This is an optimization exercise on Yosys and OpenROAD, whose aim is small area, not a production implementation.
Function was checked by simulation only, so behaviour that the tests miss may differ from the original.
Power and IR drop assume default switching activity.

==> flow/design.v (excerpt) <==
module FFE_top #(
    parameter DATA_WIDTH = 12,
    parameter NUM_STAGES = 2
) (
    input   wire                            clk,
    input   wire                            rst_n,
    input   wire                            load_in,
    input   wire signed [DATA_WIDTH-1:0]    data_in,
    output  reg  signed [DATA_WIDTH-1:0]    data_out,
    output  reg                             data_valid
);
Size: roughly 200 cells after synthesis, ~28 I/O pins, ~0.0032 mm^2 of cells after synthesis.
export LEC_CHECK = 0
export CAP_MARGIN = 20
export CORE_MARGIN = 2
export CORE_UTILIZATION = 40
export CTS_BUF_LIST = sky130_fd_sc_hd__clkbuf_4
export CTS_CLUSTER_DIAMETER = 200
export CTS_CLUSTER_SIZE = 40
export SLEW_MARGIN = 20
create_clock -name core_clock -period 10.0 [get_ports {clk}]
run.sh (not shown) runs the stock make flow with config.mk's settings and CLKGATE_MAP_FILE= SYNTH_SCRIPT=/design/flow/synth_recipe.tcl, a recipe that flattens the netlist after the stock synthesis.
Change:
==> flow/flow/run.sh (new file) <==
#!/bin/bash
# Standard layout, with the smallest buffer on the ports and a clock tree
# without dummy loads. Each tool's output goes to a log file in this folder.
set -euo pipefail
export BUFFER_PORTS_ARGS="-buffer_cell sky130_fd_sc_hd__buf_1"
export CTS_ARGS="-sink_clustering_enable -repair_clock_nets -dont_use_dummy_load -sink_clustering_size 40 -sink_clustering_max_diameter 200 -buf_list sky130_fd_sc_hd__clkbuf_4"
bash standard.sh synth > synth.log 2>&1
bash standard.sh finish > layout.log 2>&1
==> flow/standard.sh (new file) <==
#!/bin/bash
# synth_recipe.tcl (not shown) runs the flow's synth.tcl, then flattens the netlist and writes it again
# the make line also repeats each setting of config.mk as NAME=value (left out here)
make -C /OpenROAD-flow-scripts/flow DESIGN_CONFIG=/design/flow/config.mk WORK_HOME=/design/flow/orfs CLKGATE_MAP_FILE= SYNTH_SCRIPT=/design/flow/synth_recipe.tcl "${@:-finish}"
CTS_BUF_LIST = not set   (was sky130_fd_sc_hd__clkbuf_4)
CTS_CLUSTER_DIAMETER = not set   (was 200)
CTS_CLUSTER_SIZE = not set   (was 40)
removed: flow/run.sh
What happened: Wire length shrinks by 0.74%; core utilization falls by 2.8 points; die area is unchanged; critical path depth goes down by 1; register-to-register slack is about the same; non-clock buffer count increases by 1; hold slack is worse by 0.0037 ns; via count fell by 0.85%; final area is lower by 5.9%; final cell count falls by 1.5%.

---

build 8:
FFE_top, a different RTL version from the one above (not shown whole).
For scale: about 200 cells after synthesis, about 79 flip-flops, about 28 I/O pins, ~0.0029 mm² of cells after synthesis.
export LEC_CHECK = 0
export CAP_MARGIN = 20
export CORE_MARGIN = 2
export CORE_UTILIZATION = 70
export SLEW_MARGIN = 20
create_clock -name core_clock -period 10.0 [get_ports {clk}]
standard.sh (not shown) runs the stock make flow with config.mk's settings and CLKGATE_MAP_FILE= SYNTH_SCRIPT=/design/flow/synth_recipe.tcl, a recipe that flattens the netlist after the stock synthesis.
==> flow/flow/run.sh <==
#!/bin/bash
# Own layout flow: the standard flow (standard.sh) with three changes.
#  1. Synthesis uses an area-oriented ABC script (flow/abc_area_nobuf.script)
#     in place of ORFS's speed script; everything else in synthesis is the
#     standard one (synth_recipe.tcl), so the registers are the same.
#  2. The ports are buffered with the smallest buffer, sky130_fd_sc_hd__buf_1.
#  3. Clock tree synthesis builds its tree from sky130_fd_sc_hd__clkbuf_4
#     only (flow/cts_args.txt) and adds no dummy loads.
# Each tool's output goes to a log file of its own in this folder.
set -euo pipefail
here=$(pwd)
rm -rf "$here/scripts_abc"
cp -r "$FLOW_HOME/scripts" "$here/scripts_abc"
cp "$here/flow/abc_area_nobuf.script" "$here/scripts_abc/abc_speed.script"
export BUFFER_PORTS_ARGS="-buffer_cell sky130_fd_sc_hd__buf_1"
export CTS_ARGS="$(cat "$here/flow/cts_args.txt")"
bash standard.sh SCRIPTS_DIR="$here/scripts_abc" synth > "$here/synth.log" 2>&1
bash standard.sh finish > "$here/layout.log" 2>&1
==> flow/flow/abc_area_nobuf.script <==
strash
&get -n
&st
&dch -f -C 10000
&nf -a -R 10000 -C 20
&put
topo
==> flow/flow/cts_args.txt <==
-sink_clustering_enable -repair_clock_nets -dont_use_dummy_load -sink_clustering_size 40 -sink_clustering_max_diameter 200 -buf_list sky130_fd_sc_hd__clkbuf_4
Build 8 finished all stages; the layout is clean.
Input changes introduced in build 18 (baseline for comparison: build 8):
--- a/flow/flow/run.sh
+++ b/flow/flow/run.sh
@@ -5,6 +5,5 @@
 #     standard one (synth_recipe.tcl), so the registers are the same.
 #  2. The ports are buffered with the smallest buffer, sky130_fd_sc_hd__buf_1.
-#  3. Clock tree synthesis builds its tree from sky130_fd_sc_hd__clkbuf_4
-#     only (flow/cts_args.txt) and adds no dummy loads.
+#  3. Clock tree synthesis uses fewer, larger clusters and no dummy loads.
 # Each tool's output goes to a log file of its own in this folder.
 set -euo pipefail
@@ -13,4 +12,5 @@
 cp -r "$FLOW_HOME/scripts" "$here/scripts_abc"
 cp "$here/flow/abc_area_nobuf.script" "$here/scripts_abc/abc_speed.script"
+export RECOVER_POWER=100
 export BUFFER_PORTS_ARGS="-buffer_cell sky130_fd_sc_hd__buf_1"
 export CTS_ARGS="$(cat "$here/flow/cts_args.txt")"
==> flow/flow/abc_area_nobuf.script <==
strash
dch
map -a
topo
Results
Build 18 finished all stages; layout check result: FAIL, due to capacitance limit, slew limit. Build 8 went all the way through synthesis, placement and routing and the layout is clean on timing, DRC and antenna. Flip-flop and latch area delta (build 18 -> build 8): insignificant. In terms of final core utilization, build 8 and build 18 differ only marginally. Build 18 does worse than build 8 on post-layout minimum cycle time. In build 18 the number of inverters outside the clock class in the layout turned out 5 lower than in build 8. Of build 18 and build 8, the higher clock network power consumption belongs to build 18. Est. power | build 18 vs build 8 | build 18 lower. Of the two values seen for origin of the worst setup path, count[1]$_DFF_PN0_ was produced by build 8 and count[0]$_DFF_PN0_ by build 18.
Edits applied to the flow inputs when going from build 18 to build 74:
--- a/flow/flow/run.sh
+++ b/flow/flow/run.sh
@@ -12,5 +12,4 @@
 cp -r "$FLOW_HOME/scripts" "$here/scripts_abc"
 cp "$here/flow/abc_area_nobuf.script" "$here/scripts_abc/abc_speed.script"
-export RECOVER_POWER=100
 export BUFFER_PORTS_ARGS="-buffer_cell sky130_fd_sc_hd__buf_1"
 export CTS_ARGS="$(cat "$here/flow/cts_args.txt")"
==> flow/flow/cts_args.txt <==
-sink_clustering_enable -repair_clock_nets -dont_use_dummy_load -sink_clustering_size 40 -sink_clustering_max_diameter 200 -buf_list sky130_fd_sc_hd__clkbuf_2 sky130_fd_sc_hd__clkbuf_4
### Flow results
Diff build 18..build 74 | post-synthesis compound-gate area fraction | unchanged. Compared with build 18, in build 74 starting utilization of the core area level, post-detailed-placement half-perimeter wirelength level. Post-synth net total came out exactly the same in build 74 and build 18. Build 74 never completed; the flow aborted with a tool error in 4_1_cts. As far as synthesized cell count goes, build 74 and build 18 are indistinguishable; the numbers are identical. Build 74 against build 18: cell count after placement did not really move; fraction of synthesized cell area in xor and xnor cells did not really move; async set-or-reset flop fraction in the synthesized netlist did not really move; area after detailed placement did not really move.
Setup changes, build 74 to build 11
==> flow/flow/cts_args.txt <==
-sink_clustering_enable -repair_clock_nets -dont_use_dummy_load -sink_clustering_size 40 -sink_clustering_max_diameter 200 -buf_list sky130_fd_sc_hd__clkbuf_4
## What came out
In summary, build 11 completed successfully, with a layout that passed the timing, DRC and antenna checks.
Build 11 vs. build 74: number of library cell types mapped by synthesis closely matched the old numbers; share of cell area taken by muxes after synthesis closely matched the old numbers; number of placed instances, taps included closely matched the old numbers.

---

Starting RTL as in the previous note.
clock: 10.0 ns
lec_check: 0
cap_margin: 20
core_margin: 2
core_utilization: 70
slew_margin: 20
==> flow/flow/run.sh <==
#!/bin/bash
# Own layout flow: the standard flow (standard.sh) with three changes.
#  1. Synthesis uses an area-oriented ABC script (flow/abc_area_nobuf.script)
#     in place of ORFS's speed script; everything else in synthesis is the
#     standard one (synth_recipe.tcl), so the registers are the same.
#  2. The ports are buffered with the smallest buffer, sky130_fd_sc_hd__buf_1.
#  3. Clock tree synthesis uses fewer, larger clusters and no dummy loads.
# Each tool's output goes to a log file of its own in this folder.
set -euo pipefail
here=$(pwd)
rm -rf "$here/scripts_abc"
cp -r "$FLOW_HOME/scripts" "$here/scripts_abc"
cp "$here/flow/abc_area_nobuf.script" "$here/scripts_abc/abc_speed.script"
export BUFFER_PORTS_ARGS="-buffer_cell sky130_fd_sc_hd__buf_1"
export CTS_ARGS="$(cat "$here/flow/cts_args.txt")"
bash standard.sh SCRIPTS_DIR="$here/scripts_abc" synth > "$here/synth.log" 2>&1
bash standard.sh finish > "$here/layout.log" 2>&1
==> flow/flow/abc_area_nobuf.script <==
strash
&get -n
&st
&dch -f -C 10000
&nf -a -R 10000 -C 20
&put
topo
==> flow/flow/cts_args.txt <==
-sink_clustering_enable -repair_clock_nets -dont_use_dummy_load -sink_clustering_size 40 -sink_clustering_max_diameter 200 -buf_list sky130_fd_sc_hd__clkbuf_4
Then changed:
==> flow/flow/abc_area_nobuf.script (replaced) <==
strash
dch
map -a
topo
==> flow/flow/cts_args.txt (replaced) <==
-sink_clustering_enable -repair_clock_nets -dont_use_dummy_load -sink_clustering_size 40 -sink_clustering_max_diameter 200 -buf_list sky130_fd_sc_hd__clkbuf_8
CORE_UTILIZATION = 40   (was 70)
Design area went up by a few percent.
Core utilization went down by 33 points.
Count of clock-buffer cells in the layout does not change.
Wire length went up by a few percent.
Total power went up by a few percent.
Die area went up by well over a third.
Sequential share of layout area went down by 3.2 points.
Then changed:
==> flow/flow/cts_args.txt (replaced) <==
-sink_clustering_enable -repair_clock_nets -dont_use_dummy_load -sink_clustering_size 80 -sink_clustering_max_diameter 500 -buf_list sky130_fd_sc_hd__clkbuf_16
=>
- synthesized cell count does not change
- global-route usage grows by 0.18 points
- core utilization grows by 1.4 points
- setup slack gets better by 0.014 ns
- critical path depth stays the same
- cell area grows by 3.1%
- via count grows by 1.7%
- clock skew shrinks by 0.0099 ns
- area after synthesis stays the same
- routed wire length grows by 1.5%
- count of clock-buffer cells in the layout stays the same

==> port drivers added, routing unchanged <==
The flow's constraints put no driver on any port. The routed layouts listed below were extracted and timed again, unchanged, in two steps. Step 1, drivers: a clkbuf_16 drives clk and a buf_2 each remaining input, both assumed. Step 2 moves the port delays by t, midway between the first and last clock arrival at a register: inputs arrive t later, outputs are due t later. That takes back most of the time a late clock gives input paths. Slacks: ideal ports / drivers / drivers and shift; pairs: ideal ports / drivers.
run | t, ns | setup WS [ns] | worst setup path after step 2 | worst register clock-pin slew, ns | worst slew at a driven data input, ns
the first run of note 1 | 0.434 | 3.817 / 3.817 / 3.817 | register to register | 0.12 / 0.12 | 0.03
the second run of note 1 | 0.432 | 3.828 / 3.828 / 3.828 | register to register | 0.12 / 0.12 | 0.03
build 8 | 0.421 | 3.573 / 3.573 / 3.573 | register to register | 0.11 / 0.11 | 0.03
build 18 | 0.418 | 3.535 / 3.535 / 3.535 | register to register | 0.11 / 0.11 | 0.03
build 11 | 0.418 | 3.535 / 3.535 / 3.535 | register to register | 0.11 / 0.11 | 0.03
the first run of note 3 | 0.421 | 3.573 / 3.573 / 3.573 | register to register | 0.11 / 0.11 | 0.03
the second run of note 3 | 0.360 | 3.566 / 3.566 / 3.566 | register to register | 0.09 / 0.09 | 0.03
the third run of note 3 | 0.357 | 3.580 / 3.580 / 3.580 | register to register | 0.07 / 0.07 | 0.03
